What follows belongs to an exercise in optimizing a design on an open flow for small area and a short achievable clock period; a production flow would make more cautious choices. RTL that was checked went through simulation tests only; none was proved equivalent to the original. The RTL of run 1 was laid out without a check of its function. Power is estimated from default activity; no workload was simulated.

File: design/flow/flow/run.sh
#!/bin/bash
# The standard layout (standard.sh), with three changes to how it is made:
# - synthesis maps all logic with flow/abc.script, an area-oriented ABC script (see flow/synth.tcl);
# - the port buffers use the smallest buffer cell instead of buffer_ports' default;
# - repair_timing works towards a setup slack of 10.5 ns at the design's clock period.
# - extra ORFS settings: "SYNTH_KEEP_MODULES=tod_aoi21 tod_oai21 tod_nand2 tod_nor2 tod_aoi22 tod_aoi222" (SYNTH_KEEP_MODULES keeps the one-gate blocks of
#   rtl/tod_core.v apart in synthesis, so each maps to one library gate).
# The output of every step goes to standard.log here (ORFS's own per-step logs stay in orfs/logs).
set -euo pipefail
export FLOW_ABC_SCRIPT=$PWD/flow/abc.script
bash standard.sh SYNTH_SCRIPT=$PWD/flow/synth.tcl "BUFFER_PORTS_ARGS=-buffer_cell sky130_fd_sc_hd__buf_1" SETUP_SLACK_MARGIN=10.5 "SYNTH_KEEP_MODULES=tod_aoi21 tod_oai21 tod_nand2 tod_nor2 tod_aoi22 tod_aoi222" finish > standard.log 2>&1
File: design/flow/flow/abc.script
&get -n
&st
&dch
&nf -a
&put
File: design/flow/flow/synth.tcl
# synth_recipe.tcl (the standard synthesis) with two changes: ABC maps with
# flow/abc.script in place of ORFS's abc_speed.script, and full and half adders
# are not extracted into fa/ha cells first (ABC maps that logic with the rest).
# Everything else, including the register names and cells, is as in the
# standard synthesis.
proc synth {args} { yosys synth -nofsm -noshare {*}$args }
proc extract_fa {args} { }
proc abc {args} {
  set i [lsearch -exact $args -script]
  if { $i >= 0 } {
    set args [lreplace $args [expr {$i + 1}] [expr {$i + 1}] $::env(FLOW_ABC_SCRIPT)]
  }
  yosys abc {*}$args
}
source $::env(SCRIPTS_DIR)/synth.tcl
# left out here: clear keep_hierarchy, flatten, clean up, hide names made inside functions, write 1_2_yosys.v
File: design/flow/standard.sh
#!/bin/bash
# synth_recipe.tcl (not shown) runs the flow's synth.tcl, then flattens the netlist and writes it again
# the make line also repeats each setting of config.mk as NAME=value (left out here)
make -C /OpenROAD-flow-scripts/flow DESIGN_CONFIG=/design/flow/config.mk WORK_HOME=/design/flow/orfs CLKGATE_MAP_FILE= SYNTH_SCRIPT=/design/flow/synth_recipe.tcl "${@:-finish}"
File: design/flow/config.mk
export PLATFORM = sky130hd
export DESIGN_NAME = tod_core
export DESIGN_NICKNAME = tod_core
export VERILOG_FILES = /design/flow/design.v
export SDC_FILE = /design/flow/constraint.sdc
export NUM_CORES = 4
export LEC_CHECK = 0
export CAP_MARGIN = 20
export CORE_MARGIN = 2
export CORE_UTILIZATION = 55
export SLEW_MARGIN = 20
File: design/flow/constraint.sdc
create_clock -name core_clock -period 18.0 [get_ports {clk}]
set_input_delay 3.6000 -clock core_clock [delete_from_list [all_inputs] [get_ports {clk}]]
set_output_delay 3.6000 -clock core_clock [all_outputs]
set_load 0.01 [all_outputs]
File: design/flow/design.v
module tod_core #(parameter TIME_WIDTH_SUB_NS=20, TIME_WIDTH_NS=32, TIME_WIDTH_SEC=48) (
    input clk,
    input rst_n,
    input set_init_time,  
    input set_offset_time,  
    input plus_offset_time,  
    input wire [TIME_WIDTH_SUB_NS-1:0] init_time_sub_ns,
    input wire [TIME_WIDTH_NS-1:0] init_time_ns,
    input wire [TIME_WIDTH_SEC-1:0] init_time_sec,
    input wire [TIME_WIDTH_SUB_NS-1:0] offset_time_sub_ns,
    input wire [TIME_WIDTH_NS-1:0] offset_time_ns,  
    input wire [TIME_WIDTH_SUB_NS-1:0] incr_time_sub_ns,
    input wire [TIME_WIDTH_NS-1:0] incr_time_ns,
    output reg [TIME_WIDTH_SUB_NS-1:0] time_sub_ns,
    output reg [TIME_WIDTH_NS-1:0] time_ns,
    output reg [TIME_WIDTH_SEC-1:0] time_sec
);
localparam W = TIME_WIDTH_SUB_NS + TIME_WIDTH_NS;    
localparam LW = TIME_WIDTH_SUB_NS + 9;                 
localparam HW = W - LW;                                
localparam [HW-1:0] KP = 23'd1953125;                  
localparam [HW-1:0] KM = -23'd1953125;
wire minus = set_offset_time & ~plus_offset_time;
wire [W-1:0] a = {time_ns, time_sub_ns};
wire [W-1:0] b = {incr_time_ns, incr_time_sub_ns};
wire [W-1:0] c = {W{set_offset_time}} & ({offset_time_ns, offset_time_sub_ns} ^ {W{minus}});
wire [W-1:0] x = a ^ b ^ c;
wire [W-1:0] y = {(a[W-2:0] & b[W-2:0]) | (a[W-2:0] & c[W-2:0]) | (b[W-2:0] & c[W-2:0]), 1'b0};
wire [LW-1:0] lo;
wire c9;
tod_add_lo u_lo (.a(x[LW-1:0]), .b(y[LW-1:0]), .cin(minus), .s(lo), .cout(c9));
wire [HW-1:0] xu = x[W-1:LW];
wire [HW-1:0] yu = y[W-1:LW];
wire [1:0] ib = incr_time_ns[29:28];
wire [1:0] io = offset_time_ns[29:28];
wire low = minus & (time_ns[29] ? ({1'b0, ib} + 3'd2 <= {1'b0, io}) : (ib <= io));
wire [HW-1:0] ks = low ? KP : KM;         
wire [HW-1:0] xk = xu ^ yu ^ ks;
wire [HW-1:0] yk = {(xu[HW-2:0] & yu[HW-2:0]) | (xu[HW-2:0] & ks[HW-2:0]) | (yu[HW-2:0] & ks[HW-2:0]), 1'b0};
wire [HW-1:0] u0, uk;
wire co0, cok;
tod_add_hi u_h0 (.a(xu), .b(yu), .cin(c9), .s(u0), .cout(co0));
tod_add_hi u_hk (.a(xk), .b(yk), .cin(c9), .s(uk), .cout(cok));
wire sec_dec = low & u0[HW-1];            
wire sec_adv = ~low & ~uk[HW-1];          
wire [TIME_WIDTH_SEC-1:0] ones, zeros;
assign ones[0] = 1'b1;
assign zeros[0] = 1'b1;
genvar k;
generate for (k = 1; k < TIME_WIDTH_SEC; k = k + 1) begin : g_pre
    assign ones[k] = ones[k-1] & time_sec[k-1];
    assign zeros[k] = zeros[k-1] & ~time_sec[k-1];
end endgenerate
wire ld = set_init_time;
wire adv_n = sec_adv & ~ld;
wire dec_n = sec_dec & ~ld;
wire [TIME_WIDTH_SEC-1:0] sec_q = ld ? init_time_sec : time_sec;
wire [TIME_WIDTH_SEC-1:0] sec_tn;        
genvar j;
generate for (j = 0; j < TIME_WIDTH_SEC; j = j + 1) begin : g_sfin
    tod_aoi22 u_t (.a1(adv_n), .a2(ones[j]), .b1(dec_n), .b2(zeros[j]), .y(sec_tn[j]));
end endgenerate
wire [TIME_WIDTH_SEC-1:0] sec_nxt = ~(sec_q ^ sec_tn);
wire use_k = (sec_dec | sec_adv) & ~ld;
wire use_0 = ~(sec_dec | sec_adv) & ~ld;
wire [HW-1:0] ns_hi_n;
generate for (j = 0; j < HW; j = j + 1) begin : g_nfin
    tod_aoi222 u_m (.a1(use_k), .a2(uk[j]), .b1(use_0), .b2(u0[j]), .c1(ld), .c2(init_time_ns[9+j]), .y(ns_hi_n[j]));
end endgenerate
wire [HW-1:0] ns_hi_nxt = ~ns_hi_n;
always @(posedge clk or negedge rst_n) begin
    if (!rst_n) begin
        time_sub_ns <= {TIME_WIDTH_SUB_NS{1'b0}};
        time_ns <= {TIME_WIDTH_NS{1'b0}};
        time_sec <= {TIME_WIDTH_SEC{1'b0}};
    end
    else begin
        time_sub_ns <= ld ? init_time_sub_ns : lo[TIME_WIDTH_SUB_NS-1:0];
        time_ns <= {ns_hi_nxt, ld ? init_time_ns[8:0] : lo[LW-1:TIME_WIDTH_SUB_NS]};
        time_sec <= sec_nxt;
    end
end
endmodule
module tod_add_lo (input [28:0] a, input [28:0] b, input cin, output [28:0] s, output cout);
wire [28:0] p = a ^ b;
wire [28:0] gn = ~(a & b);
wire [28:0] pn = ~(a | b);    
wire w1 = ~cin;
wire w2;
tod_oai21 uw2 (.a1(pn[0]), .a2(w1), .b1(gn[0]), .y(w2));
wire w3;
tod_oai21 uw3 (.a1(pn[2]), .a2(gn[1]), .b1(gn[2]), .y(w3));
wire w4;
tod_nor2 uw4 (.a(pn[2]), .b(pn[1]), .y(w4));
wire w5;
tod_oai21 uw5 (.a1(pn[4]), .a2(gn[3]), .b1(gn[4]), .y(w5));
wire w6;
tod_nor2 uw6 (.a(pn[4]), .b(pn[3]), .y(w6));
wire w7;
tod_oai21 uw7 (.a1(pn[6]), .a2(gn[5]), .b1(gn[6]), .y(w7));
wire w8;
tod_nor2 uw8 (.a(pn[6]), .b(pn[5]), .y(w8));
wire w9;
tod_oai21 uw9 (.a1(pn[8]), .a2(gn[7]), .b1(gn[8]), .y(w9));
wire w10;
tod_nor2 uw10 (.a(pn[8]), .b(pn[7]), .y(w10));
wire w11;
tod_oai21 uw11 (.a1(pn[10]), .a2(gn[9]), .b1(gn[10]), .y(w11));
wire w12;
tod_nor2 uw12 (.a(pn[10]), .b(pn[9]), .y(w12));
wire w13;
tod_oai21 uw13 (.a1(pn[12]), .a2(gn[11]), .b1(gn[12]), .y(w13));
wire w14;
tod_nor2 uw14 (.a(pn[12]), .b(pn[11]), .y(w14));
wire w15;
tod_oai21 uw15 (.a1(pn[14]), .a2(gn[13]), .b1(gn[14]), .y(w15));
wire w16;
tod_nor2 uw16 (.a(pn[14]), .b(pn[13]), .y(w16));
wire w17;
tod_oai21 uw17 (.a1(pn[16]), .a2(gn[15]), .b1(gn[16]), .y(w17));
wire w18;
tod_nor2 uw18 (.a(pn[16]), .b(pn[15]), .y(w18));
wire w19;
tod_oai21 uw19 (.a1(pn[18]), .a2(gn[17]), .b1(gn[18]), .y(w19));
wire w20;
tod_nor2 uw20 (.a(pn[18]), .b(pn[17]), .y(w20));
wire w21;
tod_oai21 uw21 (.a1(pn[20]), .a2(gn[19]), .b1(gn[20]), .y(w21));
wire w22;
tod_nor2 uw22 (.a(pn[20]), .b(pn[19]), .y(w22));
wire w23;
tod_oai21 uw23 (.a1(pn[22]), .a2(gn[21]), .b1(gn[22]), .y(w23));
wire w24;
tod_nor2 uw24 (.a(pn[22]), .b(pn[21]), .y(w24));
wire w25;
tod_oai21 uw25 (.a1(pn[24]), .a2(gn[23]), .b1(gn[24]), .y(w25));
wire w26;
tod_nor2 uw26 (.a(pn[24]), .b(pn[23]), .y(w26));
wire w27;
tod_oai21 uw27 (.a1(pn[26]), .a2(gn[25]), .b1(gn[26]), .y(w27));
wire w28;
tod_nor2 uw28 (.a(pn[26]), .b(pn[25]), .y(w28));
wire w29;
tod_oai21 uw29 (.a1(pn[28]), .a2(gn[27]), .b1(gn[28]), .y(w29));
wire w30;
tod_nor2 uw30 (.a(pn[28]), .b(pn[27]), .y(w30));
wire w31 = ~w2;
wire w32;
tod_oai21 uw32 (.a1(pn[1]), .a2(w31), .b1(gn[1]), .y(w32));
wire w33;
tod_aoi21 uw33 (.a1(w4), .a2(w2), .b1(w3), .y(w33));
wire w34 = ~w5;
wire w35;
tod_oai21 uw35 (.a1(pn[5]), .a2(w34), .b1(gn[5]), .y(w35));
wire w36 = ~w6;
wire w37;
tod_nor2 uw37 (.a(pn[5]), .b(w36), .y(w37));
wire w38;
tod_aoi21 uw38 (.a1(w8), .a2(w5), .b1(w7), .y(w38));
wire w39;
tod_nand2 uw39 (.a(w8), .b(w6), .y(w39));
wire w40 = ~w9;
wire w41;
tod_oai21 uw41 (.a1(pn[9]), .a2(w40), .b1(gn[9]), .y(w41));
wire w42 = ~w10;
wire w43;
tod_nor2 uw43 (.a(pn[9]), .b(w42), .y(w43));
wire w44;
tod_aoi21 uw44 (.a1(w12), .a2(w9), .b1(w11), .y(w44));
wire w45;
tod_nand2 uw45 (.a(w12), .b(w10), .y(w45));
wire w46 = ~w13;
wire w47;
tod_oai21 uw47 (.a1(pn[13]), .a2(w46), .b1(gn[13]), .y(w47));
wire w48 = ~w14;
wire w49;
tod_nor2 uw49 (.a(pn[13]), .b(w48), .y(w49));
wire w50;
tod_aoi21 uw50 (.a1(w16), .a2(w13), .b1(w15), .y(w50));
wire w51;
tod_nand2 uw51 (.a(w16), .b(w14), .y(w51));
wire w52 = ~w17;
wire w53;
tod_oai21 uw53 (.a1(pn[17]), .a2(w52), .b1(gn[17]), .y(w53));
wire w54 = ~w18;
wire w55;
tod_nor2 uw55 (.a(pn[17]), .b(w54), .y(w55));
wire w56;
tod_aoi21 uw56 (.a1(w20), .a2(w17), .b1(w19), .y(w56));
wire w57;
tod_nand2 uw57 (.a(w20), .b(w18), .y(w57));
wire w58 = ~w21;
wire w59;
tod_oai21 uw59 (.a1(pn[21]), .a2(w58), .b1(gn[21]), .y(w59));
wire w60 = ~w22;
wire w61;
tod_nor2 uw61 (.a(pn[21]), .b(w60), .y(w61));
wire w62;
tod_aoi21 uw62 (.a1(w24), .a2(w21), .b1(w23), .y(w62));
wire w63;
tod_nand2 uw63 (.a(w24), .b(w22), .y(w63));
wire w64 = ~w25;
wire w65;
tod_oai21 uw65 (.a1(pn[25]), .a2(w64), .b1(gn[25]), .y(w65));
wire w66 = ~w26;
wire w67;
tod_nor2 uw67 (.a(pn[25]), .b(w66), .y(w67));
wire w68;
tod_aoi21 uw68 (.a1(w28), .a2(w25), .b1(w27), .y(w68));
wire w69;
tod_nand2 uw69 (.a(w28), .b(w26), .y(w69));
wire w70;
tod_oai21 uw70 (.a1(pn[3]), .a2(w33), .b1(gn[3]), .y(w70));
wire w71 = ~w33;
wire w72;
tod_aoi21 uw72 (.a1(w6), .a2(w71), .b1(w5), .y(w72));
wire w73;
tod_aoi21 uw73 (.a1(w37), .a2(w71), .b1(w35), .y(w73));
wire w74;
tod_oai21 uw74 (.a1(w39), .a2(w33), .b1(w38), .y(w74));
wire w75;
tod_oai21 uw75 (.a1(pn[11]), .a2(w44), .b1(gn[11]), .y(w75));
wire w76;
tod_nor2 uw76 (.a(pn[11]), .b(w45), .y(w76));
wire w77 = ~w44;
wire w78;
tod_aoi21 uw78 (.a1(w14), .a2(w77), .b1(w13), .y(w78));
wire w79 = ~w45;
wire w80;
tod_nand2 uw80 (.a(w14), .b(w79), .y(w80));
wire w81;
tod_aoi21 uw81 (.a1(w49), .a2(w77), .b1(w47), .y(w81));
wire w82;
tod_nand2 uw82 (.a(w49), .b(w79), .y(w82));
wire w83;
tod_oai21 uw83 (.a1(w51), .a2(w44), .b1(w50), .y(w83));
wire w84;
tod_nor2 uw84 (.a(w51), .b(w45), .y(w84));
wire w85;
tod_oai21 uw85 (.a1(pn[19]), .a2(w56), .b1(gn[19]), .y(w85));
wire w86;
tod_nor2 uw86 (.a(pn[19]), .b(w57), .y(w86));
wire w87 = ~w56;
wire w88;
tod_aoi21 uw88 (.a1(w22), .a2(w87), .b1(w21), .y(w88));
wire w89 = ~w57;
wire w90;
tod_nand2 uw90 (.a(w22), .b(w89), .y(w90));
wire w91;
tod_aoi21 uw91 (.a1(w61), .a2(w87), .b1(w59), .y(w91));
wire w92;
tod_nand2 uw92 (.a(w61), .b(w89), .y(w92));
wire w93;
tod_oai21 uw93 (.a1(w63), .a2(w56), .b1(w62), .y(w93));
wire w94;
tod_nor2 uw94 (.a(w63), .b(w57), .y(w94));
wire w95;
tod_oai21 uw95 (.a1(pn[27]), .a2(w68), .b1(gn[27]), .y(w95));
wire w96;
tod_nor2 uw96 (.a(pn[27]), .b(w69), .y(w96));
wire w97 = ~w68;
wire w98;
tod_aoi21 uw98 (.a1(w30), .a2(w97), .b1(w29), .y(w98));
wire w99 = ~w69;
wire w100;
tod_nand2 uw100 (.a(w30), .b(w99), .y(w100));
wire w101 = ~w74;
wire w102;
tod_oai21 uw102 (.a1(pn[7]), .a2(w101), .b1(gn[7]), .y(w102));
wire w103;
tod_aoi21 uw103 (.a1(w10), .a2(w74), .b1(w9), .y(w103));
wire w104;
tod_aoi21 uw104 (.a1(w43), .a2(w74), .b1(w41), .y(w104));
wire w105;
tod_oai21 uw105 (.a1(w45), .a2(w101), .b1(w44), .y(w105));
wire w106;
tod_aoi21 uw106 (.a1(w76), .a2(w74), .b1(w75), .y(w106));
wire w107;
tod_oai21 uw107 (.a1(w80), .a2(w101), .b1(w78), .y(w107));
wire w108;
tod_oai21 uw108 (.a1(w82), .a2(w101), .b1(w81), .y(w108));
wire w109;
tod_aoi21 uw109 (.a1(w84), .a2(w74), .b1(w83), .y(w109));
wire w110 = ~w93;
wire w111;
tod_oai21 uw111 (.a1(pn[23]), .a2(w110), .b1(gn[23]), .y(w111));
wire w112 = ~w94;
wire w113;
tod_nor2 uw113 (.a(pn[23]), .b(w112), .y(w113));
wire w114;
tod_aoi21 uw114 (.a1(w26), .a2(w93), .b1(w25), .y(w114));
wire w115;
tod_nand2 uw115 (.a(w26), .b(w94), .y(w115));
wire w116;
tod_aoi21 uw116 (.a1(w67), .a2(w93), .b1(w65), .y(w116));
wire w117;
tod_nand2 uw117 (.a(w67), .b(w94), .y(w117));
wire w118;
tod_oai21 uw118 (.a1(w69), .a2(w110), .b1(w68), .y(w118));
wire w119;
tod_nor2 uw119 (.a(w69), .b(w112), .y(w119));
wire w120;
tod_aoi21 uw120 (.a1(w96), .a2(w93), .b1(w95), .y(w120));
wire w121;
tod_nand2 uw121 (.a(w96), .b(w94), .y(w121));
wire w122;
tod_oai21 uw122 (.a1(w100), .a2(w110), .b1(w98), .y(w122));
wire w123;
tod_nor2 uw123 (.a(w100), .b(w112), .y(w123));
wire w124;
tod_oai21 uw124 (.a1(pn[15]), .a2(w109), .b1(gn[15]), .y(w124));
wire w125 = ~w109;
wire w126;
tod_aoi21 uw126 (.a1(w18), .a2(w125), .b1(w17), .y(w126));
wire w127;
tod_aoi21 uw127 (.a1(w55), .a2(w125), .b1(w53), .y(w127));
wire w128;
tod_oai21 uw128 (.a1(w57), .a2(w109), .b1(w56), .y(w128));
wire w129;
tod_aoi21 uw129 (.a1(w86), .a2(w125), .b1(w85), .y(w129));
wire w130;
tod_oai21 uw130 (.a1(w90), .a2(w109), .b1(w88), .y(w130));
wire w131;
tod_oai21 uw131 (.a1(w92), .a2(w109), .b1(w91), .y(w131));
wire w132;
tod_aoi21 uw132 (.a1(w94), .a2(w125), .b1(w93), .y(w132));
wire w133;
tod_aoi21 uw133 (.a1(w113), .a2(w125), .b1(w111), .y(w133));
wire w134;
tod_oai21 uw134 (.a1(w115), .a2(w109), .b1(w114), .y(w134));
wire w135;
tod_oai21 uw135 (.a1(w117), .a2(w109), .b1(w116), .y(w135));
wire w136;
tod_aoi21 uw136 (.a1(w119), .a2(w125), .b1(w118), .y(w136));
wire w137;
tod_oai21 uw137 (.a1(w121), .a2(w109), .b1(w120), .y(w137));
wire w138;
tod_aoi21 uw138 (.a1(w123), .a2(w125), .b1(w122), .y(w138));
wire [29:0] cy;
assign cy[0] = cin;
assign cy[1] = w2;
assign cy[2] = w32;
assign cy[3] = ~w33;
assign cy[4] = w70;
assign cy[5] = ~w72;
assign cy[6] = ~w73;
assign cy[7] = w74;
assign cy[8] = w102;
assign cy[9] = ~w103;
assign cy[10] = ~w104;
assign cy[11] = w105;
assign cy[12] = ~w106;
assign cy[13] = w107;
assign cy[14] = w108;
assign cy[15] = ~w109;
assign cy[16] = w124;
assign cy[17] = ~w126;
assign cy[18] = ~w127;
assign cy[19] = w128;
assign cy[20] = ~w129;
assign cy[21] = w130;
assign cy[22] = w131;
assign cy[23] = ~w132;
assign cy[24] = ~w133;
assign cy[25] = w134;
assign cy[26] = w135;
assign cy[27] = ~w136;
assign cy[28] = w137;
assign cy[29] = ~w138;
assign s = p ^ cy[28:0];
assign cout = cy[29];
endmodule
module tod_add_hi (input [22:0] a, input [22:0] b, input cin, output [22:0] s, output cout);
wire [22:0] p = a ^ b;
wire [22:0] gn = ~(a & b);
wire [22:0] pn = ~(a | b);    
wire w1;
tod_oai21 uw1 (.a1(pn[1]), .a2(gn[0]), .b1(gn[1]), .y(w1));
wire w2;
tod_nor2 uw2 (.a(pn[1]), .b(pn[0]), .y(w2));
wire w3;
tod_oai21 uw3 (.a1(pn[3]), .a2(gn[2]), .b1(gn[3]), .y(w3));
wire w4;
tod_nor2 uw4 (.a(pn[3]), .b(pn[2]), .y(w4));
wire w5;
tod_oai21 uw5 (.a1(pn[5]), .a2(gn[4]), .b1(gn[5]), .y(w5));
wire w6;
tod_nor2 uw6 (.a(pn[5]), .b(pn[4]), .y(w6));
wire w7;
tod_oai21 uw7 (.a1(pn[7]), .a2(gn[6]), .b1(gn[7]), .y(w7));
wire w8;
tod_nor2 uw8 (.a(pn[7]), .b(pn[6]), .y(w8));
wire w9;
tod_oai21 uw9 (.a1(pn[9]), .a2(gn[8]), .b1(gn[9]), .y(w9));
wire w10;
tod_nor2 uw10 (.a(pn[9]), .b(pn[8]), .y(w10));
wire w11;
tod_oai21 uw11 (.a1(pn[11]), .a2(gn[10]), .b1(gn[11]), .y(w11));
wire w12;
tod_nor2 uw12 (.a(pn[11]), .b(pn[10]), .y(w12));
wire w13;
tod_oai21 uw13 (.a1(pn[13]), .a2(gn[12]), .b1(gn[13]), .y(w13));
wire w14;
tod_nor2 uw14 (.a(pn[13]), .b(pn[12]), .y(w14));
wire w15;
tod_oai21 uw15 (.a1(pn[15]), .a2(gn[14]), .b1(gn[15]), .y(w15));
wire w16;
tod_nor2 uw16 (.a(pn[15]), .b(pn[14]), .y(w16));
wire w17;
tod_oai21 uw17 (.a1(pn[17]), .a2(gn[16]), .b1(gn[17]), .y(w17));
wire w18;
tod_nor2 uw18 (.a(pn[17]), .b(pn[16]), .y(w18));
wire w19;
tod_oai21 uw19 (.a1(pn[19]), .a2(gn[18]), .b1(gn[19]), .y(w19));
wire w20;
tod_nor2 uw20 (.a(pn[19]), .b(pn[18]), .y(w20));
wire w21;
tod_oai21 uw21 (.a1(pn[21]), .a2(gn[20]), .b1(gn[21]), .y(w21));
wire w22;
tod_nor2 uw22 (.a(pn[21]), .b(pn[20]), .y(w22));
wire w23;
tod_aoi21 uw23 (.a1(w4), .a2(w1), .b1(w3), .y(w23));
wire w24;
tod_nand2 uw24 (.a(w4), .b(w2), .y(w24));
wire w25;
tod_aoi21 uw25 (.a1(w8), .a2(w5), .b1(w7), .y(w25));
wire w26;
tod_nand2 uw26 (.a(w8), .b(w6), .y(w26));
wire w27;
tod_aoi21 uw27 (.a1(w12), .a2(w9), .b1(w11), .y(w27));
wire w28;
tod_nand2 uw28 (.a(w12), .b(w10), .y(w28));
wire w29;
tod_aoi21 uw29 (.a1(w16), .a2(w13), .b1(w15), .y(w29));
wire w30;
tod_nand2 uw30 (.a(w16), .b(w14), .y(w30));
wire w31;
tod_aoi21 uw31 (.a1(w20), .a2(w17), .b1(w19), .y(w31));
wire w32;
tod_nand2 uw32 (.a(w20), .b(w18), .y(w32));
wire w33;
tod_oai21 uw33 (.a1(w26), .a2(w23), .b1(w25), .y(w33));
wire w34;
tod_nor2 uw34 (.a(w26), .b(w24), .y(w34));
wire w35;
tod_oai21 uw35 (.a1(w30), .a2(w27), .b1(w29), .y(w35));
wire w36;
tod_nor2 uw36 (.a(w30), .b(w28), .y(w36));
wire w37;
tod_aoi21 uw37 (.a1(w36), .a2(w33), .b1(w35), .y(w37));
wire w38;
tod_nand2 uw38 (.a(w36), .b(w34), .y(w38));
wire w39 = ~w33;
wire w40;
tod_oai21 uw40 (.a1(w28), .a2(w39), .b1(w27), .y(w40));
wire w41 = ~w34;
wire w42;
tod_nor2 uw42 (.a(w28), .b(w41), .y(w42));
wire w43;
tod_oai21 uw43 (.a1(w32), .a2(w37), .b1(w31), .y(w43));
wire w44;
tod_nor2 uw44 (.a(w32), .b(w38), .y(w44));
wire w45 = ~w23;
wire w46;
tod_aoi21 uw46 (.a1(w6), .a2(w45), .b1(w5), .y(w46));
wire w47 = ~w24;
wire w48;
tod_nand2 uw48 (.a(w6), .b(w47), .y(w48));
wire w49;
tod_aoi21 uw49 (.a1(w10), .a2(w33), .b1(w9), .y(w49));
wire w50;
tod_nand2 uw50 (.a(w10), .b(w34), .y(w50));
wire w51;
tod_aoi21 uw51 (.a1(w14), .a2(w40), .b1(w13), .y(w51));
wire w52;
tod_nand2 uw52 (.a(w14), .b(w42), .y(w52));
wire w53 = ~w37;
wire w54;
tod_aoi21 uw54 (.a1(w18), .a2(w53), .b1(w17), .y(w54));
wire w55 = ~w38;
wire w56;
tod_nand2 uw56 (.a(w18), .b(w55), .y(w56));
wire w57;
tod_aoi21 uw57 (.a1(w22), .a2(w43), .b1(w21), .y(w57));
wire w58;
tod_nand2 uw58 (.a(w22), .b(w44), .y(w58));
wire w59 = ~w1;
wire w60;
tod_oai21 uw60 (.a1(pn[2]), .a2(w59), .b1(gn[2]), .y(w60));
wire w61 = ~w2;
wire w62;
tod_nor2 uw62 (.a(pn[2]), .b(w61), .y(w62));
wire w63;
tod_oai21 uw63 (.a1(pn[4]), .a2(w23), .b1(gn[4]), .y(w63));
wire w64;
tod_nor2 uw64 (.a(pn[4]), .b(w24), .y(w64));
wire w65;
tod_oai21 uw65 (.a1(pn[6]), .a2(w46), .b1(gn[6]), .y(w65));
wire w66;
tod_nor2 uw66 (.a(pn[6]), .b(w48), .y(w66));
wire w67;
tod_oai21 uw67 (.a1(pn[8]), .a2(w39), .b1(gn[8]), .y(w67));
wire w68;
tod_nor2 uw68 (.a(pn[8]), .b(w41), .y(w68));
wire w69;
tod_oai21 uw69 (.a1(pn[10]), .a2(w49), .b1(gn[10]), .y(w69));
wire w70;
tod_nor2 uw70 (.a(pn[10]), .b(w50), .y(w70));
wire w71 = ~w40;
wire w72;
tod_oai21 uw72 (.a1(pn[12]), .a2(w71), .b1(gn[12]), .y(w72));
wire w73 = ~w42;
wire w74;
tod_nor2 uw74 (.a(pn[12]), .b(w73), .y(w74));
wire w75;
tod_oai21 uw75 (.a1(pn[14]), .a2(w51), .b1(gn[14]), .y(w75));
wire w76;
tod_nor2 uw76 (.a(pn[14]), .b(w52), .y(w76));
wire w77;
tod_oai21 uw77 (.a1(pn[16]), .a2(w37), .b1(gn[16]), .y(w77));
wire w78;
tod_nor2 uw78 (.a(pn[16]), .b(w38), .y(w78));
wire w79;
tod_oai21 uw79 (.a1(pn[18]), .a2(w54), .b1(gn[18]), .y(w79));
wire w80;
tod_nor2 uw80 (.a(pn[18]), .b(w56), .y(w80));
wire w81 = ~w43;
wire w82;
tod_oai21 uw82 (.a1(pn[20]), .a2(w81), .b1(gn[20]), .y(w82));
wire w83 = ~w44;
wire w84;
tod_nor2 uw84 (.a(pn[20]), .b(w83), .y(w84));
wire w85;
tod_oai21 uw85 (.a1(pn[22]), .a2(w57), .b1(gn[22]), .y(w85));
wire w86;
tod_nor2 uw86 (.a(pn[22]), .b(w58), .y(w86));
wire [23:0] cy;
assign cy[0] = cin;
wire w87 = ~cin;
wire w88;
tod_oai21 uw88 (.a1(pn[0]), .a2(w87), .b1(gn[0]), .y(w88));
assign cy[1] = w88;
wire w89;
tod_aoi21 uw89 (.a1(w2), .a2(cin), .b1(w1), .y(w89));
assign cy[2] = ~w89;
wire w90;
tod_aoi21 uw90 (.a1(w62), .a2(cin), .b1(w60), .y(w90));
assign cy[3] = ~w90;
wire w91;
tod_oai21 uw91 (.a1(w24), .a2(w87), .b1(w23), .y(w91));
assign cy[4] = w91;
wire w92;
tod_aoi21 uw92 (.a1(w64), .a2(cin), .b1(w63), .y(w92));
assign cy[5] = ~w92;
wire w93;
tod_oai21 uw93 (.a1(w48), .a2(w87), .b1(w46), .y(w93));
assign cy[6] = w93;
wire w94;
tod_aoi21 uw94 (.a1(w66), .a2(cin), .b1(w65), .y(w94));
assign cy[7] = ~w94;
wire w95;
tod_aoi21 uw95 (.a1(w34), .a2(cin), .b1(w33), .y(w95));
assign cy[8] = ~w95;
wire w96;
tod_aoi21 uw96 (.a1(w68), .a2(cin), .b1(w67), .y(w96));
assign cy[9] = ~w96;
wire w97;
tod_oai21 uw97 (.a1(w50), .a2(w87), .b1(w49), .y(w97));
assign cy[10] = w97;
wire w98;
tod_aoi21 uw98 (.a1(w70), .a2(cin), .b1(w69), .y(w98));
assign cy[11] = ~w98;
wire w99;
tod_aoi21 uw99 (.a1(w42), .a2(cin), .b1(w40), .y(w99));
assign cy[12] = ~w99;
wire w100;
tod_aoi21 uw100 (.a1(w74), .a2(cin), .b1(w72), .y(w100));
assign cy[13] = ~w100;
wire w101;
tod_oai21 uw101 (.a1(w52), .a2(w87), .b1(w51), .y(w101));
assign cy[14] = w101;
wire w102;
tod_aoi21 uw102 (.a1(w76), .a2(cin), .b1(w75), .y(w102));
assign cy[15] = ~w102;
wire w103;
tod_oai21 uw103 (.a1(w38), .a2(w87), .b1(w37), .y(w103));
assign cy[16] = w103;
wire w104;
tod_aoi21 uw104 (.a1(w78), .a2(cin), .b1(w77), .y(w104));
assign cy[17] = ~w104;
wire w105;
tod_oai21 uw105 (.a1(w56), .a2(w87), .b1(w54), .y(w105));
assign cy[18] = w105;
wire w106;
tod_aoi21 uw106 (.a1(w80), .a2(cin), .b1(w79), .y(w106));
assign cy[19] = ~w106;
wire w107;
tod_aoi21 uw107 (.a1(w44), .a2(cin), .b1(w43), .y(w107));
assign cy[20] = ~w107;
wire w108;
tod_aoi21 uw108 (.a1(w84), .a2(cin), .b1(w82), .y(w108));
assign cy[21] = ~w108;
wire w109;
tod_oai21 uw109 (.a1(w58), .a2(w87), .b1(w57), .y(w109));
assign cy[22] = w109;
wire w110;
tod_aoi21 uw110 (.a1(w86), .a2(cin), .b1(w85), .y(w110));
assign cy[23] = ~w110;
assign s = p ^ cy[22:0];
assign cout = cy[23];
endmodule
module tod_aoi21 (input a1, input a2, input b1, output y);
assign y = ~((a1 & a2) | b1);
endmodule
module tod_oai21 (input a1, input a2, input b1, output y);
assign y = ~((a1 | a2) & b1);
endmodule
module tod_nand2 (input a, input b, output y);
assign y = ~(a & b);
endmodule
module tod_nor2 (input a, input b, output y);
assign y = ~(a | b);
endmodule
module tod_aoi22 (input a1, input a2, input b1, input b2, output y);
assign y = ~((a1 & a2) | (b1 & b2));
endmodule
module tod_aoi222 (input a1, input a2, input b1, input b2, input c1, input c2, output y);
assign y = ~((a1 & a2) | (b1 & b2) | (c1 & c2));
endmodule
==> impl_metrics.xml, run 1 <==
<?xml version="1.0" encoding="UTF-8"?>
<metrics>
  <group name="cells_and_area">
    <metric name="footprint_of_the_multi_input_gates" unit="um2">8570</metric>
    <metric name="area.growth.synth_to_final" unit="%">28.3</metric>
    <metric name="ff_latch_area" unit="um2">2500</metric>
    <metric name="post-route-util" unit="%">71.9</metric>
    <metric name="mostFrequentLayoutCell" unit="">sky130_fd_sc_hd__buf_1</metric>
    <metric name="drive_gt1_share" unit="%">9.60</metric>
    <metric name="layout_fillers" unit="">1687</metric>
    <metric name="final_cell_mix" unit="">303 x sky130_fd_sc_hd__buf_1, 213 x sky130_fd_sc_hd__nand2_1, 199 x sky130_fd_sc_hd__nor2_1</metric>
    <metric name="finish.net_count" unit="">2121</metric>
  </group>
  <group name="sta">
    <metric name="setup_repair_after_global_routing_missed_its_margin" unit="">false</metric>
    <metric name="fmax" unit="GHz">0.136</metric>
    <metric name="post-route-worst-setup-slack" unit="ps">10620</metric>
    <metric name="worst_case_hold_slack" unit="ps">656</metric>
    <metric name="finalHoldViolCount" unit="">0</metric>
    <metric name="finalSetupViolations" unit="">0</metric>
    <metric name="total_neg_setup_slack" unit="ps">0</metric>
    <metric name="report.final.slew_viol_count" unit="">0</metric>
    <metric name="finClkSkew" unit="ps">14.9</metric>
    <metric name="post-route-period-util" unit="%">41.0</metric>
    <metric name="worst_pin_slew" unit="ps">1150</metric>
    <metric name="period_needed" unit="ps">7380</metric>
    <metric name="max_slew_margin_vs_limit" unit="%">23.4</metric>
  </group>
  <group name="synth">
    <metric name="async_reset_ff_share" unit="%">100</metric>
    <metric name="synth_enable_flop_cells" unit="">0</metric>
    <metric name="yosys.area_share.adder" unit="%">0</metric>
    <metric name="synth_cell_types" unit="">29</metric>
    <metric name="synthesized_area_divided_by_synthesized_cell_count" unit="um2">7.08</metric>
    <metric name="dominantRegCellSynth" unit="">sky130_fd_sc_hd__dfrtp_1</metric>
    <metric name="synth_top_family_by_area" unit="">simple AND/OR/NAND/NOR gates</metric>
    <metric name="synthesis.instances" unit="">1534</metric>
    <metric name="ys_ff_latch" unit="">100</metric>
    <metric name="netlist_area" unit="um2">10900</metric>
    <metric name="synth-compound-area-share" unit="%">19.0</metric>
    <metric name="synthXorXnorAreaFrac" unit="%">24.5</metric>
    <metric name="yosys.area_share.simple" unit="%">25.1</metric>
    <metric name="ys.warnings.count" unit="">1</metric>
    <metric name="yosys-mux-area-fraction" unit="%">4.42</metric>
    <metric name="synth-seq-area-share" unit="%">23.0</metric>
  </group>
  <group name="power">
    <metric name="p_seq_share" unit="%">13.6</metric>
    <metric name="switching_power" unit="uW">1580</metric>
    <metric name="power.total" unit="uW">2980</metric>
    <metric name="switching_share" unit="%">53.0</metric>
    <metric name="power_frac_clock" unit="%">7.8</metric>
    <metric name="power.static_leakage" unit="uW">0.00533</metric>
    <metric name="internal_power" unit="uW">1400</metric>
    <metric name="pwr-share-comb" unit="%">78.7</metric>
    <metric name="power-per-cell-area" unit="nW/um2">214</metric>
    <metric name="vdd.ir_drop.worst" unit="V">0.000129</metric>
  </group>
  <group name="clock_network">
    <metric name="ctsRootBufferMaster" unit="">sky130_fd_sc_hd__clkbuf_16</metric>
    <metric name="cts_max_path_buffers" unit="">2</metric>
    <metric name="tritoncts_clock_tree" unit="">yes</metric>
    <metric name="cts_inserted_buffers" unit="">9</metric>
    <metric name="clk_transition_reported_paths" unit="ps">80</metric>
    <metric name="clkLatencyLatePin" unit="ps">370</metric>
    <metric name="cts.sink_count" unit="">100</metric>
    <metric name="ctsHtreeMaxLevel" unit="">3</metric>
  </group>
  <group name="critical_path">
    <metric name="worstReg2RegEnd" unit="">time_sec[47]</metric>
    <metric name="critical_path.slowest_cell" unit="">sky130_fd_sc_hd__a222oi_1</metric>
    <metric name="worst_ep_arrival_time" unit="ps">7600</metric>
    <metric name="critical_path_required" unit="ps">18220</metric>
    <metric name="worst_setup_path_start_kind" unit="">primary input</metric>
    <metric name="path_class" unit="">in -&gt; reg</metric>
    <metric name="cp_max_fo" unit="">13</metric>
    <metric name="crit_family" unit="">compound AO/OA/AOI/OAI gates</metric>
    <metric name="worstReg2RegStart" unit="">time_sec[3]</metric>
    <metric name="cp-end-kind" unit="">flop</metric>
    <metric name="crit_path_cell_trace" unit="">clkbuf_16 -&gt; xnor2_1 -&gt; nand2_1 -&gt; xnor2_2 -&gt; and2_4 -&gt; or2_4 -&gt; xnor2_2 -&gt; o21ai_2 -&gt; o21ai_2 -&gt; a21oi_4 -&gt; o21ai_4 -&gt; a21oi_4 -&gt; o21ai_2 -&gt; a21oi_1 -&gt; o21ai_1 -&gt; xor2_1 -&gt; xnor2_2 -&gt; nand2b_4 -&gt; a21oi_4 -&gt; a222oi_1 -&gt; clkinv_1</metric>
    <metric name="timing.critical_path.slowest_cell_delay" unit="ps">490</metric>
    <metric name="reg2reg_setup_slack" unit="ps">10650</metric>
    <metric name="reg2reg_depth" unit="">18</metric>
    <metric name="cp_num_buf_inv" unit="">2</metric>
  </group>
  <group name="die">
    <metric name="floorplan.initialDensity" unit="%">56.0</metric>
    <metric name="die-height" unit="um">145</metric>
    <metric name="placeable_core_region" unit="um2">19400</metric>
    <metric name="dieArea" unit="um2">20900</metric>
    <metric name="io-pin-count" unit="">309</metric>
    <metric name="placementRows" unit="">51</metric>
    <metric name="fp.dieW" unit="um">145</metric>
  </group>
  <group name="min_path">
    <metric name="timing.hold.worst_path_depth" unit="">2</metric>
    <metric name="worst_hold_startpoint" unit="">time_sec[47]</metric>
    <metric name="hold_end" unit="">time_sec[47]</metric>
    <metric name="hold_path.class" unit="">reg -&gt; reg</metric>
  </group>
  <group name="global_routing">
    <metric name="overflow" unit="">0</metric>
    <metric name="first_global_vias" unit="">10500</metric>
    <metric name="grt_first_pass_wirelength" unit="mm">51.1</metric>
    <metric name="grt_usage" unit="%">30.8</metric>
    <metric name="antenna_found_initial" unit="">1</metric>
    <metric name="grt_start_max_net_pins" unit="">75</metric>
  </group>
  <group name="placed_design">
    <metric name="dp_slack" unit="ps">7930</metric>
    <metric name="io_buffers" unit="">308</metric>
    <metric name="hpwl" unit="mm">23.9</metric>
    <metric name="final_replace_weighted_congestion" unit="">0.914</metric>
  </group>
  <group name="job">
    <metric name="max_cap_violations" unit="">0</metric>
  </group>
  <group name="route">
    <metric name="post-route-drc-count" unit="">0</metric>
    <metric name="final_antenna_net_count" unit="">0</metric>
    <metric name="routed_wirelength" unit="mm">35.8</metric>
    <metric name="route.detailed.wl_per_inst" unit="um">16.4</metric>
    <metric name="routed-via-count" unit="">12100</metric>
    <metric name="dr.pass1.iters" unit="">7</metric>
    <metric name="drt_iter0_markers" unit="">869</metric>
    <metric name="drt-vias-per-instance" unit="">5.53</metric>
  </group>
  <group name="status">
    <metric name="status" unit="">complete, no violations</metric>
  </group>
</metrics>
## per-module statistics from Yosys (local to each module, per instance)
module	area, um2	times used	cells inside	flops+latches
tod_oai21	5.00	109	1	0
tod_core	8910	1	1162	100
tod_nor2	3.75	78	1	0
tod_aoi22	7.51	48	1	0
tod_nand2	3.75	36	1	0
tod_aoi21	5.00	78	1	0
tod_aoi222	10.0	23	1	0
## state kept, by name, summed over array words and instances (netlist names)
| register | flops |
|---|---|
| time_sub_ns | 20 |
| time_sec | 48 |
| time_ns | 32 |
## power by group through the flow
stage,Combinational [uW],Sequential [uW],Clock (uW)
after CTS,2050,401,236
final,2340,404,232
after global placement,1850,399,0
after detailed placement,1890,402,0
after floorplan,1430,421,0
after global routing,2550,415,243
## Yosys cell counts, drive strengths merged, types with 2 or more instances
master	n	area, um2
clkinv	111	417
a21oi	81	405
and4	14	123
nor2	221	830
nand2	219	822
o21a	2	15.0
and2	29	181
xor2	113	990
o21ai	205	1030
or2	13	81.3
or4	11	82.6
nor2b	28	175
nor3	26	130
nand2b	26	163
mux2i	48	480
dfrtp	100	2500
or3	2	12.5
a222oi	23	230
a22oi	48	360
nor4	3	18.8
and3	16	100
xnor2	188	1650
## cell type report
type                            count  area share, %
Multi-Input combinational cell   1331           61.5
Sequential cell                   100           18.0
Clock buffer                        9           1.62
Timing Repair Buffer              359           12.6
Antenna cell                        1         0.0180
Tap cell                          265           2.38
Inverter                          111           3.06
Clock inverter                      7          0.826
## metal layers
metal / GRT usage, % / vias up / share of wire [%]
li1: - / 5955 / -
met1: 40.2 / 5597 / 42
met2: 51.2 / 479 / 47
met3: 7.62 / 45 / 8.8
met4: 7.82 / 0 / 1.8
met5: 0 / - / 0
## how the worst max path moves through the flow
stage | slack [ps] | depth (start not counted) | from | endpoint
global route | 10410 | 21 | plus_offset_time | time_ns[28]
floorplan | 10350 | 18 | incr_time_ns[29] | time_sec[0]
global placement | 8140 | 16 | plus_offset_time | time_ns[30]
detailed placement | 7930 | 16 | plus_offset_time | time_ns[30]
CTS | 10500 | 21 | set_offset_time | time_ns[9]
finish | 10620 | 21 | plus_offset_time | time_ns[28]
## stage by stage
stage / instance area [um2] / cells
finish: 13900 / 2183
CTS: 13200 / 2148
global placement: 12500 / 2116
detailed placement: 12500 / 2118
floorplan: 10900 / 1538
global route: 13900 / 2182
## timing repair
action	4_1_cts	5_1_grt
hold buffers	0	0
gates cloned	4	8
pin swaps	9	35
gates resized for setup	48	136
setup buffers	10	26
endpoints found under the setup margin	71	71
## worst reg2reg max path, stage by stage, from the launching register on
cell	delay, ps
sky130_fd_sc_hd__dfrtp_1	420
sky130_fd_sc_hd__or4_4	590
sky130_fd_sc_hd__nor4_4	210
sky130_fd_sc_hd__or4b_4	540
sky130_fd_sc_hd__nor4_4	200
sky130_fd_sc_hd__nand2b_1	150
sky130_fd_sc_hd__or4_4	470
sky130_fd_sc_hd__or4_4	470
sky130_fd_sc_hd__or4_4	460
sky130_fd_sc_hd__or4_4	460
sky130_fd_sc_hd__or4_4	460
sky130_fd_sc_hd__or4_4	460
sky130_fd_sc_hd__or4_4	460
sky130_fd_sc_hd__or4_4	460
sky130_fd_sc_hd__or4_4	460
sky130_fd_sc_hd__or4_4	460
sky130_fd_sc_hd__nor4_1	190
sky130_fd_sc_hd__a22oi_1	110
sky130_fd_sc_hd__xor2_1	180
## kinds of logic after synthesis
group,Yosys count
and+or+nand+nor,609
AOI/OAI and AO/OA,362
xor gates and xnor gates,302
buffers and inverters,112
DFF,100
muxes,48
other,1
==> run 2, diff against run 1 <==
--- a/design/flow/design.v
+++ b/design/flow/design.v
@@ -31,9 +31,7 @@
 tod_add_lo u_lo (.a(x[LW-1:0]), .b(y[LW-1:0]), .cin(minus), .s(lo), .cout(c9));
 wire [HW-1:0] xu = x[W-1:LW];
 wire [HW-1:0] yu = y[W-1:LW];
-wire [1:0] ib = incr_time_ns[29:28];
-wire [1:0] io = offset_time_ns[29:28];
-wire low = minus & (time_ns[29] ? ({1'b0, ib} + 3'd2 <= {1'b0, io}) : (ib <= io));
+wire low = minus & ({1'b0, time_ns[29:28]} + {1'b0, incr_time_ns[29:28]} <= {1'b0, offset_time_ns[29:28]});
 wire [HW-1:0] ks = low ? KP : KM;         
 wire [HW-1:0] xk = xu ^ yu ^ ks;
 wire [HW-1:0] yk = {(xu[HW-2:0] & yu[HW-2:0]) | (xu[HW-2:0] & ks[HW-2:0]) | (yu[HW-2:0] & ks[HW-2:0]), 1'b0};
@@ -84,7 +82,7 @@
 module tod_add_lo (input [28:0] a, input [28:0] b, input cin, output [28:0] s, output cout);
 wire [28:0] p = a ^ b;
 wire [28:0] gn = ~(a & b);
-wire [28:0] pn = ~(a | b);    
+wire [28:0] pn = ~(a ^ b);
 wire w1 = ~cin;
 wire w2;
 tod_oai21 uw2 (.a1(pn[0]), .a2(w1), .b1(gn[0]), .y(w2));
@@ -373,7 +371,7 @@
 module tod_add_hi (input [22:0] a, input [22:0] b, input cin, output [22:0] s, output cout);
 wire [22:0] p = a ^ b;
 wire [22:0] gn = ~(a & b);
-wire [22:0] pn = ~(a | b);    
+wire [22:0] pn = ~(a ^ b);
 wire w1;
 tod_oai21 uw1 (.a1(pn[1]), .a2(gn[0]), .b1(gn[1]), .y(w1));
 wire w2;
--- a/design/flow/flow/run.sh
+++ b/design/flow/flow/run.sh
@@ -3,8 +3,6 @@
 # - synthesis maps all logic with flow/abc.script, an area-oriented ABC script (see flow/synth.tcl);
 # - the port buffers use the smallest buffer cell instead of buffer_ports' default;
 # - repair_timing works towards a setup slack of 10.5 ns at the design's clock period.
-# - extra ORFS settings: "SYNTH_KEEP_MODULES=tod_aoi21 tod_oai21 tod_nand2 tod_nor2 tod_aoi22 tod_aoi222" (SYNTH_KEEP_MODULES keeps the one-gate blocks of
-#   rtl/tod_core.v apart in synthesis, so each maps to one library gate).
 # The output of every step goes to standard.log here (ORFS's own per-step logs stay in orfs/logs).
 set -euo pipefail
 export FLOW_ABC_SCRIPT=$PWD/flow/abc.script
--- a/design/flow/config.mk
+++ b/design/flow/config.mk
@@ -8,4 +8,5 @@
 export CAP_MARGIN = 20
 export CORE_MARGIN = 2
 export CORE_UTILIZATION = 55
+export CTS_BUF_LIST = sky130_fd_sc_hd__clkbuf_4 sky130_fd_sc_hd__clkbuf_8
 export SLEW_MARGIN = 20
==> run 2 against run 1 <==
Net effect:
- hold slack worse by 41 ps
- die area shrank 0.34%
- synthesized area decreased by 0.35%
- final cell count fell by 2.1%
- global-route usage decreased by 1.1 points
- synthesized cell count fell by 3.1%
- still clean on timing, DRC and antenna
- clock-buffer cell count unchanged
- flip-flop and latch count is the same
- largest power group unchanged
- worst setup slack gained 95 ps
- utilization decreased by 1.6 points
- register-to-register slack better by 70 ps
==> impl_metrics.xml, run 2 <==
<?xml version="1.0" encoding="UTF-8"?>
<metrics>
  <group name="route">
    <metric name="post-route-drc-count" unit="">0</metric>
    <metric name="route.detailed.wl_per_inst" unit="um">15.4</metric>
    <metric name="routed_wirelength" unit="mm">32.9</metric>
    <metric name="routed-via-count" unit="">11500</metric>
    <metric name="drt_iter0_markers" unit="">606</metric>
    <metric name="final_antenna_net_count" unit="">0</metric>
    <metric name="dr.pass1.iters" unit="">5</metric>
    <metric name="drt-vias-per-instance" unit="">5.38</metric>
  </group>
  <group name="critical_path">
    <metric name="cp_num_buf_inv" unit="">0</metric>
    <metric name="critical_path.slowest_cell" unit="">sky130_fd_sc_hd__or4_4</metric>
    <metric name="cp-end-kind" unit="">flop</metric>
    <metric name="worst_setup_path_start_kind" unit="">flop</metric>
    <metric name="cp_max_fo" unit="">4</metric>
    <metric name="crit_family" unit="">simple AND/OR/NAND/NOR gates</metric>
    <metric name="worst_ep_arrival_time" unit="ps">7570</metric>
    <metric name="crit_path_cell_trace" unit="">or4_4 -&gt; nor4_4 -&gt; or4b_4 -&gt; nor4_4 -&gt; nand2b_1 -&gt; or4_4 -&gt; or4_4 -&gt; or4_4 -&gt; or4_4 -&gt; or4_4 -&gt; or4_4 -&gt; or4_4 -&gt; or4_4 -&gt; or4_4 -&gt; or4_4 -&gt; nor4_4 -&gt; a22oi_1 -&gt; xor2_1</metric>
    <metric name="timing.critical_path.slowest_cell_delay" unit="ps">560</metric>
    <metric name="critPathMostFrequentCell" unit="">sky130_fd_sc_hd__or4_4</metric>
    <metric name="critical_path_required" unit="ps">18290</metric>
    <metric name="path_class" unit="">reg -&gt; reg</metric>
  </group>
  <group name="placed_design">
    <metric name="io_buffers" unit="">308</metric>
    <metric name="hpwl" unit="mm">22.1</metric>
    <metric name="placement.cell_area" unit="um2">12500</metric>
    <metric name="final_replace_weighted_congestion" unit="">0.896</metric>
  </group>
  <group name="cells_and_area">
    <metric name="area.growth.synth_to_final" unit="%">25.9</metric>
    <metric name="mostFrequentLayoutCell" unit="">sky130_fd_sc_hd__buf_1</metric>
    <metric name="postLayoutCellArea" unit="um2">13600</metric>
    <metric name="ff_latch_area" unit="um2">2500</metric>
    <metric name="largest_register_ffs" unit="">48</metric>
    <metric name="largest_register" unit="">time_sec</metric>
    <metric name="footprint_of_the_multi_input_gates" unit="um2">8420</metric>
    <metric name="layout_fillers" unit="">1724</metric>
    <metric name="finish.net_count" unit="">2075</metric>
    <metric name="final_cell_mix" unit="">304 x sky130_fd_sc_hd__buf_1, 197 x sky130_fd_sc_hd__nor2_1, 175 x sky130_fd_sc_hd__xnor2_1</metric>
    <metric name="drive_gt1_share" unit="%">9.14</metric>
    <metric name="layout_top_registers" unit="">time_sec x48, time_ns x32, time_sub_ns x20</metric>
    <metric name="post-route-util" unit="%">70.2</metric>
  </group>
  <group name="power">
    <metric name="power-per-cell-area" unit="nW/um2">209</metric>
    <metric name="switching_power" unit="uW">1550</metric>
    <metric name="vdd.ir_drop.worst" unit="V">0.000173</metric>
    <metric name="power.static_leakage" unit="uW">0.00512</metric>
    <metric name="p_seq_share" unit="%">14.2</metric>
    <metric name="switching_share" unit="%">54.6</metric>
    <metric name="power_frac_clock" unit="%">5.2</metric>
    <metric name="internal_power" unit="uW">1290</metric>
    <metric name="pwr-share-comb" unit="%">80.6</metric>
    <metric name="power.total" unit="uW">2840</metric>
  </group>
  <group name="die">
    <metric name="placeable_core_region" unit="um2">19400</metric>
    <metric name="fp.dieW" unit="um">144</metric>
    <metric name="io-pin-count" unit="">309</metric>
    <metric name="dieArea" unit="um2">20800</metric>
    <metric name="die-height" unit="um">144</metric>
    <metric name="placementRows" unit="">51</metric>
    <metric name="floorplan.initialDensity" unit="%">55.8</metric>
  </group>
  <group name="global_routing">
    <metric name="grt_start_max_net_pins" unit="">76</metric>
    <metric name="overflow" unit="">0</metric>
    <metric name="first_global_vias" unit="">10400</metric>
    <metric name="grt_first_pass_wirelength" unit="mm">49.9</metric>
    <metric name="antenna_found_initial" unit="">1</metric>
    <metric name="grt_usage" unit="%">29.7</metric>
  </group>
  <group name="sta">
    <metric name="report.final.slew_viol_count" unit="">0</metric>
    <metric name="total_neg_setup_slack" unit="ps">0</metric>
    <metric name="finalHoldViolCount" unit="">0</metric>
    <metric name="finClkSkew" unit="ps">21.3</metric>
    <metric name="fmax" unit="GHz">0.137</metric>
    <metric name="worst_case_hold_slack" unit="ps">615</metric>
    <metric name="post-route-period-util" unit="%">40.5</metric>
    <metric name="worst_pin_slew" unit="ps">842</metric>
    <metric name="setup_repair_after_global_routing_missed_its_margin" unit="">true</metric>
    <metric name="period_needed" unit="ps">7280</metric>
    <metric name="max_slew_margin_vs_limit" unit="%">43.9</metric>
    <metric name="finalSetupViolations" unit="">0</metric>
  </group>
  <group name="job">
    <metric name="max_cap_violations" unit="">0</metric>
  </group>
  <group name="clock_network">
    <metric name="tritoncts_clock_tree" unit="">yes</metric>
    <metric name="ctsRootBufferMaster" unit="">sky130_fd_sc_hd__clkbuf_8</metric>
    <metric name="clkLatencyLatePin" unit="ps">400</metric>
    <metric name="cts_inserted_buffers" unit="">9</metric>
    <metric name="cts_max_path_buffers" unit="">2</metric>
    <metric name="cts.sink_count" unit="">100</metric>
    <metric name="clk_transition_reported_paths" unit="ps">120</metric>
    <metric name="ctsHtreeMaxLevel" unit="">3</metric>
    <metric name="cts_hold_buffers" unit="">0</metric>
  </group>
  <group name="synth">
    <metric name="ys_ff_latch" unit="">100</metric>
    <metric name="dominantRegCellSynth" unit="">sky130_fd_sc_hd__dfrtp_1</metric>
    <metric name="synth.largest_area_cell" unit="">sky130_fd_sc_hd__dfrtp_1</metric>
    <metric name="synthesis.instances" unit="">1486</metric>
    <metric name="synth_cell_types" unit="">26</metric>
    <metric name="synth_enable_flop_cells" unit="">0</metric>
    <metric name="async_reset_ff_share" unit="%">100</metric>
    <metric name="synthesized_area_divided_by_synthesized_cell_count" unit="um2">7.28</metric>
    <metric name="netlist_area" unit="um2">10800</metric>
    <metric name="synth-seq-area-share" unit="%">23.1</metric>
    <metric name="synth_common_cells" unit="">212 x sky130_fd_sc_hd__nor2_1, 184 x sky130_fd_sc_hd__xnor2_1, 177 x sky130_fd_sc_hd__nand2_1</metric>
    <metric name="synth.most_common_cell" unit="">sky130_fd_sc_hd__nor2_1</metric>
    <metric name="post-synth-top-area-fraction" unit="%">23.1</metric>
    <metric name="ys.warnings.count" unit="">1</metric>
    <metric name="netlist_top_cells_area" unit="">sky130_fd_sc_hd__dfrtp_1 23%, sky130_fd_sc_hd__xnor2_1 15%, sky130_fd_sc_hd__xor2_1 13%</metric>
  </group>
  <group name="status">
    <metric name="status" unit="">complete, no violations</metric>
  </group>
  <group name="min_path">
    <metric name="hold_path.class" unit="">reg -&gt; reg</metric>
  </group>
</metrics>
run 2: worst reg2reg max path, stage by stage (launching register included):
cell	delay [ps]
sky130_fd_sc_hd__dfrtp_1	430
sky130_fd_sc_hd__or4_4	570
sky130_fd_sc_hd__nor4_4	200
sky130_fd_sc_hd__or4b_4	550
sky130_fd_sc_hd__nor4_4	190
sky130_fd_sc_hd__nand2b_1	160
sky130_fd_sc_hd__or4_4	470
sky130_fd_sc_hd__or4_4	460
sky130_fd_sc_hd__or4_4	460
sky130_fd_sc_hd__or4_4	470
sky130_fd_sc_hd__or4_4	460
sky130_fd_sc_hd__or4_4	450
sky130_fd_sc_hd__or4_4	450
sky130_fd_sc_hd__or4_4	460
sky130_fd_sc_hd__or4_4	460
sky130_fd_sc_hd__or4_4	480
sky130_fd_sc_hd__nor4_4	170
sky130_fd_sc_hd__a22oi_1	110
sky130_fd_sc_hd__xor2_1	170
run 2: per-stage QoR:
stage          std cells  worst slack (ps)
5_1_grt             2136             10420
6_report            2137             10720
4_1_cts             2113             10500
3_3_place_gp        2068              8640
3_5_place_dp        2070              8570
2_1_floorplan       1490             10510
run 2: metal layers:
layer | routed length [um] | GRT usage [%] | up-vias
met5 | 0 | 0 | -
met2 | 15600 | 50.9 | 380
met1 | 14200 | 38.5 | 5264
met4 | 592 | 7.92 | 0
met3 | 2540 | 5.53 | 43
li1 | - | - | 5807
run 2: cells by family after synthesis:
family	Yosys count	share of synthesized area (%)
and+or+nand+nor	524	21.6
other	1	0.0346
xor gates and xnor gates	348	28.2
DFF	100	23.1
muxes	48	4.44
AOI/OAI and AO/OA	359	18.9
buffers and inverters	106	3.71
run 2: cell type report:
cell class              instances  share of cell area, %
clock buffers                   9                  0.909
inverters                     105                   2.96
diodes                          1                 0.0184
multi-input cells            1288                   61.8
flip-flops and latches        100                   18.4
well taps                     265                   2.43
clock inverters                 7                  0.413
repair buffers                362                   13.1
run 2: power groups by stage:
| stage | logic, uW | clock network, uW | registers (uW) |
|---|---|---|---|
| final | 2290 | 147 | 404 |
| after global routing | 2500 | 158 | 418 |
| after CTS | 2100 | 152 | 401 |
| after detailed placement | 1900 | 0 | 403 |
| after global placement | 1860 | 0 | 400 |
| after floorplan | 1440 | 0 | 426 |
run 2: modules after synthesis (local to each module, per instance):
module	copies in the design	cells
tod_core	1	1114
tod_aoi22	48	1
tod_nor2	78	1
tod_aoi21	78	1
tod_oai21	109	1
tod_nand2	36	1
tod_aoi222	23	1
run 2: path summary, 6_finish.rpt:
check | start | end | slack [ps] | depth (start not counted)
max | time_sec[3] | time_sec[47] | 10720 | 18
max reg2reg | time_sec[3] | time_sec[47] | 10720 | 18
min in group asynchronous | rst_n | time_sec[0] | 3270 | 1
min | time_sec[47] | time_sec[47] | 610 | 2
min reg2reg | time_sec[47] | time_sec[47] | 610 | 2
max in group asynchronous | rst_n | time_sec[2] | 13530 | 2
run 2: repair_timing:
item / CTS / global route
pin swaps: 18 / 28
gates resized for setup: 57 / 74
gates cloned: 6 / 3
setup endpoints to repair: 71 / 71
setup buffers: 21 / 20
hold endpoints to repair: 0 / 0

static timing again, ports no longer ideal:
In the flow no input, the clock included, has a driving cell. The finished layouts below were timed again as built, in two steps.
Step 1 (the two cells are an assumption about what drives the block):
set clk [get_ports {clk}]
set_driving_cell -lib_cell sky130_fd_sc_hd__clkbuf_16 $clk
set_driving_cell -lib_cell sky130_fd_sc_hd__buf_2 [delete_from_list [all_inputs] $clk]
Step 2 moves the port delays by t, midway between the first and last clock arrival at a register: inputs arrive t later, outputs are due t later. That takes back most of the time a late clock gives input paths.
Slacks: no drivers / after step 1 / after step 2; pairs: no drivers / after step 1.
| run | shift t [ns] | setup slack, ns | worst setup path after step 2 | worst slew at a driven data input, ns | pins driven straight from the clock port |
|---|---|---|---|---|---|
| run 1 | 0.407 | 10.622 / 10.525 / 10.117 | input to register | 0.15 | 1 |
| run 2 | 0.434 | 10.716 / 10.716 / 10.296 | input to register | 0.08 | 1 |
After both steps setup and hold are still met in every run listed. The setup slack of run 1, which loses most, moves by -0.097 ns with the drivers and by -0.505 ns with both steps.
